This design comes from an exercise in tuning for a short achievable clock period and few clock cycles on the open sky130 flow, not from production work.
Where RTL was checked, it was by simulation tests only, not by an equivalence proof against the original.
Power and IR drop assume default switching activity.

== north ==
// cpu
module cpu(clk, reset, read_data, datapath_out, N, V, Z, mem_addr, m_cmd, write_data, halt_state_output);
  input clk, reset;
  input [15:0] read_data;
  output [15:0] datapath_out;
  output N, V, Z;
  output [8:0] mem_addr;
  output [1:0] m_cmd;
  output [15:0] write_data;
  output halt_state_output;
  reg [127:0] rf;             
  reg [15:0]  C;
  reg [15:0]  Wr, Wc;
  reg [7:0]   wv;
  reg         wcv;
  reg         fN, fV, fZ;
  reg         fNZ, fLT, fLE, fGE, fGT;   
  reg         halted;
  reg [8:0]   pcF;            
  reg         fv;             
  reg [8:0]   fa, fa1;        
  reg         fpred;          
  reg [3:0]   bv;
  reg [35:0]  bpc, btg;       
  reg [1:0]   bptr;
  reg [15:0]  IR;
  reg         iv;             
  reg [8:0]   ipc0, ipc1, ipc2;   
  reg [8:0]   kc1, kc2;       
  reg         d_bwd;          
  reg [8:0]   itgt;           
  reg [15:0]  Aop, Bop;       
  reg         d_add, d_cmp, d_and, d_mvn, d_mov, d_movi, d_ldr, d_str, d_bx, d_bl, d_halt, d_cc;
  reg         d_we;           
  reg [7:0]   d_wsel;         
  reg [2:0]   d_wnum;         
  reg [2:0]   d_srcA, d_srcB;
  ...
For scale: about 3200 cells after synthesis, roughly 450 flip-flops, about 65 I/O pins, roughly 29000 um^2 of cells after synthesis.
clock: 6.0 ns
lec_check: 0
abc_clock_period_in_ps: 2000
cap_margin: 20
core_margin: 2
core_utilization: 40
setup_slack_margin: 3.5
slew_margin: 20
tns_end_percent: 100
standard.sh (not shown) runs the stock make flow with config.mk's settings and CLKGATE_MAP_FILE= SYNTH_SCRIPT=/design/flow/synth_recipe.tcl, a recipe that flattens the netlist after the stock synthesis.
==> flow/flow/run.sh <==
#!/bin/bash
set -euo pipefail
export BUFFER_PORTS_ARGS="-buffer_cell sky130_fd_sc_hd__buf_4"
bash standard.sh > standard_flow.log 2>&1
Testbench counts of north, summed over its fixed seeds: cycles 44,865.
Modified inputs, south compared to north
--- a/flow/design.v
+++ b/flow/design.v
@@ -300,17 +300,17 @@
       bptr <= 2'd0;
     end else begin
       fv <= fv_n;
       iv <= iv_n;
       ra <= ra_n;
       dop <= dop_n;
       mcw <= exec & d_str;
       mcr <= dop_n ? ~d_str : ~(halted | (exec & d_halt));
       ld1 <= exec & d_ldr;
       ld2 <= ld1;
-      kill <= exec & d_str & ((A[8:0] == kc1) | (A[8:0] == kc2));
+      kill <= exec & d_str & ((A[8:0] == kc1) | (A[8:0] == kc2) | fpred);
       if (exec & d_halt) halted <= 1'b1;
       wv <= wrE ? d_wsel : 8'd0;
       wcv <= exec & cwr;
     end
   end
 endmodule
--- outcome ---
The number of clock buffers in the layout in south was higher than what north gave. Lower area growth from synthesis to layout was reported by south, not north. Summary of south over north: synthesized-area fraction occupied by xor and xnor cells has increased; count of non-CTS buffers in the layout has decreased; total detailed-routing wirelength has decreased. The worst hold slack across all endpoints in south sits 0.063 ns below the value recorded for north. [south] fmax rose 1.9% relative to north. Data arrival time of the critical path was lower in the run labelled south. Standard cell area after detailed placement: lower on south.
Testbench counts of south, summed over its fixed seeds: cycles 44,865.

---

Another version of the RTL of cpu (not shown whole).
For scale: ~3,300 cells after synthesis, roughly 450 flip-flops, about 0.029 mm^2 of cells after synthesis.
==> flow/config.mk <==
export PLATFORM = sky130hd
export DESIGN_NAME = cpu
export DESIGN_NICKNAME = cpu
export VERILOG_FILES = /design/flow/design.v
export SDC_FILE = /design/flow/constraint.sdc
export NUM_CORES = 4
export LEC_CHECK = 0
export ABC_CLOCK_PERIOD_IN_PS = 2000
export CAP_MARGIN = 20
export CORE_MARGIN = 2
export CORE_UTILIZATION = 40
export SETUP_SLACK_MARGIN = 3.5
export SLEW_MARGIN = 20
export TNS_END_PERCENT = 100
==> flow/constraint.sdc <==
create_clock -name core_clock -period 6.0 [get_ports {clk}]
set_input_delay 1.2000 -clock core_clock [delete_from_list [all_inputs] [get_ports {clk}]]
set_output_delay 1.2000 -clock core_clock [all_outputs]
set_load 0.01 [all_outputs]
Scripts as last shown in full above: flow/flow/run.sh
Testbench counts at the start, summed over its fixed seeds: cycles 44,865.
Change:
--- a/flow/design.v
+++ b/flow/design.v
@@ -22,26 +22,24 @@
   reg [3:0]   bv;
   reg [35:0]  bpc, btg;       
   reg [1:0]   bptr;
   reg [15:0]  IR;
   reg         iv;             
   reg [8:0]   ipc0, ipc1, ipc2;   
-  reg [8:0]   kc1, kc2;       
   reg         d_bwd;          
   reg [8:0]   itgt;           
   reg [15:0]  Aop, Bop;       
   reg         d_add, d_cmp, d_and, d_mvn, d_mov, d_movi, d_ldr, d_str, d_bx, d_bl, d_halt, d_cc;
   reg         d_we;           
   reg [7:0]   d_wsel;         
   reg [2:0]   d_wnum;         
   reg [2:0]   d_srcA, d_srcB;
   reg [1:0]   d_bsh;
   reg         c_alw, c_z, c_nz, c_lt, c_le, c_ge, c_gt;    
   reg         tk;             
   reg         ra;             
-  reg         ra_o;           
   reg [8:0]   mar;            
   reg         dop, dst;       
   reg [8:0]   daddr;
   reg         mcw, mcr;       
   reg         ld1, ld2;       
   reg         ld2c;           
@@ -92,44 +90,37 @@
   wire gLE  = cmpE ? (nLT | eqz) : fLE;
   wire gGE  = cmpE ? ~nLT : fGE;
   wire gGT  = cmpE ? ~(nLT | eqz) : fGT;
   wire taken = exec & tk;
   wire redir = taken & ~dop;
   wire slow  = d_bx | d_cc;      
-  assign mem_addr = ra_o ? itgt : mar;    
+  assign mem_addr = ra ? itgt : mar;    
   assign m_cmd    = {mcw, mcr};
   assign write_data = Wc;    
   assign datapath_out = C;
   assign N = fN;
   assign V = fV;
   assign Z = fZ;
   assign halt_state_output = halted;
   wire flush      = (exec & (tk | slow)) | kill;   
   wire drop_dep   = fv & ~flush & dep;
   wire cap        = fv & ~flush & ~dep;
-  wire capw       = fv & ~flush;           
   wire fetch_seq  = ~dop & ~halted & ~redir & ~(iv & slow) & ~kill;
   wire fv_n       = (redir | fetch_seq) & ~drop_dep;
-  wire [8:0] fa_n = ra ? itgt : mar;
-  reg        hitT, hitM;
-  reg [8:0]  htgT, htgM;
+  wire [8:0] fa_n = mem_addr;
+  wire [8:0] fa1_n = fa_n + 9'd1;
+  reg        hit;
+  reg [8:0]  htg;
   integer q;
   always @(*) begin
-    hitT = 1'b0; htgT = 9'd0; hitM = 1'b0; htgM = 9'd0;
-    for (q = 0; q < 4; q = q + 1) begin
-      if (bv[q] & (bpc[9*q +: 9] == itgt)) begin
-        hitT = 1'b1; htgT = htgT | btg[9*q +: 9];
-      end
-      if (bv[q] & (bpc[9*q +: 9] == mar)) begin
-        hitM = 1'b1; htgM = htgM | btg[9*q +: 9];
+    hit = 1'b0; htg = 9'd0;
+    for (q = 0; q < 4; q = q + 1)
+      if (bv[q] & (bpc[9*q +: 9] == fa_n)) begin
+        hit = 1'b1; htg = htg | btg[9*q +: 9];
       end
-    end
   end
-  wire       hit   = ra ? hitT : hitM;
-  wire [8:0] htg   = ra ? htgT : htgM;
-  wire [8:0] fa1_n = ra ? itgt + 9'd1 : mar + 9'd1;
   wire [8:0] nxt_n = hit ? htg : fa1_n;
   wire [15:0] rd = read_data;
   wire [4:0] op5 = rd[15:11];
   wire p_add  = op5 == 5'b10100;
   wire p_cmp  = op5 == 5'b10101;
   wire p_and  = op5 == 5'b10110;
@@ -242,18 +233,16 @@
     Wc <= cnext;
     if (wcv) C <= Wc;
     if (cmpE) begin
       fZ <= eqz; fV <= nV; fN <= nN;
     end
     fNZ <= gNZ; fLT <= gLT; fLE <= gLE; fGE <= gGE; fGT <= gGT;
-    if (capw) begin
+    if (cap) begin
       IR <= rd;
       ipc1 <= fa1;
       ipc2 <= fa1 + 9'd1;
-      kc1 <= fa1 - {{4{rd[4]}}, rd[4:0]};
-      kc2 <= fa1 + 9'd1 - {{4{rd[4]}}, rd[4:0]};
       ipc0 <= fa;
       d_bwd <= p_bc & rd[7] & ~fpred;
       d_add <= p_add; d_cmp <= p_cmp; d_and <= p_and; d_mvn <= p_mvn;
       d_mov <= p_mov; d_movi <= p_movi; d_ldr <= p_ldr; d_str <= p_str;
       d_bx <= p_bx; d_bl <= p_bl; d_halt <= p_halt;
       d_cc <= p_b & (cnd == 3'b110);
@@ -291,13 +280,12 @@
     if (reset) begin
       pcF <= 9'd0;
       mar <= 9'd0;
       fv <= 1'b0;
       iv <= 1'b0;
       ra <= 1'b0;
-      ra_o <= 1'b0;
       dop <= 1'b0;
       mcw <= 1'b0;
       mcr <= 1'b1;
       ld1 <= 1'b0;
       ld2 <= 1'b0;
       kill <= 1'b0;
@@ -307,19 +295,18 @@
       bv <= 4'd0;
       bptr <= 2'd0;
     end else begin
       fv <= fv_n;
       iv <= iv_n;
       ra <= ra_n;
-      ra_o <= ra_n & ~halted & ~(exec & d_halt);
       dop <= dop_n;
       mcw <= exec & d_str;
       mcr <= dop_n ? ~d_str : ~(halted | (exec & d_halt));
       ld1 <= exec & d_ldr;
       ld2 <= ld1;
-      kill <= exec & d_str & ((A[8:0] == kc1) | (A[8:0] == kc2) | fpred);
+      kill <= exec & d_str & ((sumI[8:0] == ipc1) | (sumI[8:0] == ipc2));
       if (exec & d_halt) halted <= 1'b1;
       wv <= wrE ? d_wsel : 8'd0;
       wcv <= exec & cwr;
     end
   end
 endmodule
Non-clock buffer count grows by 50.
Cell area came out lower by about 1.5%.
Utilization grows by 2.1 points.
Maximum frequency rises by about 0.9%.
Hold slack improves by 0.060 ns.
Total power fell by about 1.7%.
Die area drops by about 5%.
Testbench counts after the change, summed over its fixed seeds: cycles 44,865.

---

cpu, a different RTL version from the one above (not shown whole).
Size: roughly 410 flip-flops, about 65 I/O pins.
// cpu
module cpu(clk, reset, read_data, datapath_out, N, V, Z, mem_addr, m_cmd, write_data, halt_state_output);
make LEC_CHECK=0 ABC_CLOCK_PERIOD_IN_PS=2000 CAP_MARGIN=20 CORE_MARGIN=2 CORE_UTILIZATION=40 SETUP_SLACK_MARGIN=3.5 SLEW_MARGIN=20 TNS_END_PERCENT=100 finish   # period 6.0 ns
run.sh (not shown) runs the stock make flow with config.mk's settings and CLKGATE_MAP_FILE= SYNTH_SCRIPT=/design/flow/synth_recipe.tcl, a recipe that flattens the netlist after the stock synthesis.
Stock flow here: none of the scripts above is used.
Edit:
--- a/flow/design.v
+++ b/flow/design.v
@@ -136,33 +136,25 @@
   wire n_alw = (p_b & (cnd == 3'b000 | cnd == 3'b101)) | p_bl;
   wire n_z   = p_b & (pr ? (cnd == 3'b010) : (cnd == 3'b001));
   wire n_nz  = p_b & (pr ? (cnd == 3'b001) : (cnd == 3'b010));
   wire n_lt  = p_b & ~pr & (cnd == 3'b011);
   wire n_le  = p_b & ~pr & (cnd == 3'b100);
   wire n_ge  = pr & (cnd == 3'b011);
   wire n_gt  = pr & (cnd == 3'b100);
-  reg [15:0] rfN, rfD, rfM, rfA_h, rfB_h;
+  reg [15:0] rfA, rfB;
   integer k;
   always @(*) begin
-    rfN = 16'd0; rfD = 16'd0; rfM = 16'd0; rfA_h = 16'd0; rfB_h = 16'd0;
+    rfA = 16'd0; rfB = 16'd0;
     for (k = 0; k < 8; k = k + 1) begin
-      if (rRn == k)   rfN = rf[16*k +: 16];
-      if (rRd == k)   rfD = rf[16*k +: 16];
-      if (rRm == k)   rfM = rf[16*k +: 16];
-      if (d_srcA == k) rfA_h = rf[16*k +: 16];
-      if (d_srcB == k) rfB_h = rf[16*k +: 16];
+      if (rRn == k)  rfA = rf[16*k +: 16];
+      if (bnum == k) rfB = rf[16*k +: 16];
     end
   end
-  wire [15:0] vN = (wrE & (d_wnum == rRn)) ? res : ((ld2 & (ld2rd == rRn)) ? rd : rfN);
-  wire [15:0] vD = (wrE & (d_wnum == rRd)) ? res : ((ld2 & (ld2rd == rRd)) ? rd : rfD);
-  wire [15:0] vM = (wrE & (d_wnum == rRm)) ? res : ((ld2 & (ld2rd == rRm)) ? rd : rfM);
-  wire        bRd = p_str | p_bx;
-  wire [15:0] Bnew = bRd ? vD : shf(vM, bsh);
-  wire [15:0] Ahold = (ld2 & (ld2rd == d_srcA)) ? rd : rfA_h;
-  wire [15:0] Bhold = shf((ld2 & (ld2rd == d_srcB)) ? rd : rfB_h, d_bsh);
+  wire [15:0] Anew = (wrE & (d_wnum == rRn)) ? res : ((ld2 & (ld2rd == rRn)) ? rd : rfA);
+  wire [15:0] Bnew = (wrE & (d_wnum == bnum)) ? res : ((ld2 & (ld2rd == bnum)) ? rd : rfB);
   wire       iv_n   = cap | (iv & ~ir_free);
   wire [1:0] scnt_n = cap ? scnt_c : ((scnt != 2'd0) ? scnt - 2'd1 : 2'd0);
   wire       a_alw = cap ? n_alw : c_alw;
   wire       a_z   = cap ? n_z   : c_z;
   wire       a_nz  = cap ? n_nz  : c_nz;
   wire       a_lt  = cap ? n_lt  : c_lt;
   wire       a_le  = cap ? n_le  : c_le;
@@ -181,14 +173,16 @@
     if (exec & cwr) C <= cnext;
     if (cmpE) begin
       fZ <= eqz; fV <= nV; fN <= nN;
     end
     fNZ <= gNZ; fLT <= gLT; fLE <= gLE; fGE <= gGE; fGT <= gGT;
     if (cap) begin
       IR <= rd;
+      Aop <= Anew;
+      Bop <= shf(Bnew, bsh);
       ipc1 <= fa1;
       ipc2 <= fa1 + 9'd1;
       itgt <= pr ? fa1 : fa1 + {rd[7], rd[7:0]};
       ipc0 <= fa;
       d_bwd <= p_bc & rd[7] & ~fpred;
       d_add <= p_add; d_cmp <= p_cmp; d_and <= p_and; d_mvn <= p_mvn;
       d_mov <= p_mov; d_movi <= p_movi; d_ldr <= p_ldr; d_str <= p_str;
@@ -196,17 +190,18 @@
       d_cc <= p_b & (cnd == 3'b110);
       d_we <= p_add | p_and | p_mvn | p_mov | p_movi | p_bl;
       d_wsel <= 8'd1 << wnum;
       d_wnum <= wnum;
       d_srcA <= rRn;
       d_srcB <= bnum;
       d_bsh <= bsh;
-    end
-    Aop <= cap ? vN : Ahold;
-    Bop <= cap ? Bnew : Bhold;
+    end else if (ld2) begin
+      if (ld2rd == d_srcA) Aop <= rd;
+      if (ld2rd == d_srcB) Bop <= shf(rd, d_bsh);
+    end
     c_alw <= a_alw; c_z <= a_z; c_nz <= a_nz; c_lt <= a_lt; c_le <= a_le; c_ge <= a_ge; c_gt <= a_gt;
     tk <= tk_n;
     scnt <= scnt_n;
     daddr <= sumI[8:0];
     dst <= d_str;
     ld1rd <= IR[7:5];
     ld2rd <= ld1rd;
- The changed run produced a clean layout
- sequential cell count is unchanged
- die area goes down by about 13%
- setup slack is worse by 0.32 ns
- routed wire length goes down by about 17%
- hold slack is worse by 0.0038 ns
- final area goes down by 13%
- first-iteration DRC count goes down by 38%
- sequential share of layout area goes up by 5.1 points
- fmax goes down by about 10%
- final cell count goes down by about 13%
Function was not checked in any run of this note: the RTL went through the layout flow alone.

## afterwards: timing with drivers on the ports
The results above use ideal ports. As a check the final layouts listed here were re-extracted and re-timed, cells and wires unchanged.
Step 1 assumes that a clkbuf_16 drives the clock port and a buf_2 every other input.
Step 2 moves the port delays by t, midway between the first and last clock arrival at a register: inputs arrive t later, outputs are due t later. That takes back most of the time a late clock gives input paths.
Three values: ideal ports, drivers, drivers and shift; two values: the first two.
| run | t, ns | setup slack, ns | worst hold slack (ns) |
|---|---|---|---|
| north | 0.695 | 2.984 / 2.918 / 2.308 | 0.374 / 0.374 / 0.374 |
| south | 0.705 | 3.040 / 2.972 / 2.365 | 0.311 / 0.311 / 0.311 |
| the first run of note 2 | 0.692 | 3.049 / 2.934 / 2.242 | 0.337 / 0.337 / 0.337 |
| the second run of note 2 | 0.688 | 3.077 / 2.988 / 2.300 | 0.396 / 0.396 / 0.396 |
| the first run of note 3 | 0.689 | 2.955 / 2.955 / 2.459 | 0.394 / 0.394 / 0.394 |
| the second run of note 3 | 0.676 | 2.633 / 2.614 / 1.938 | 0.390 / 0.390 / 0.390 |
After both steps every run listed still meets setup and hold. For the first run of note 2, which loses most, drivers alone change the setup slack by -0.115 ns; drivers and shift together by -0.807 ns.
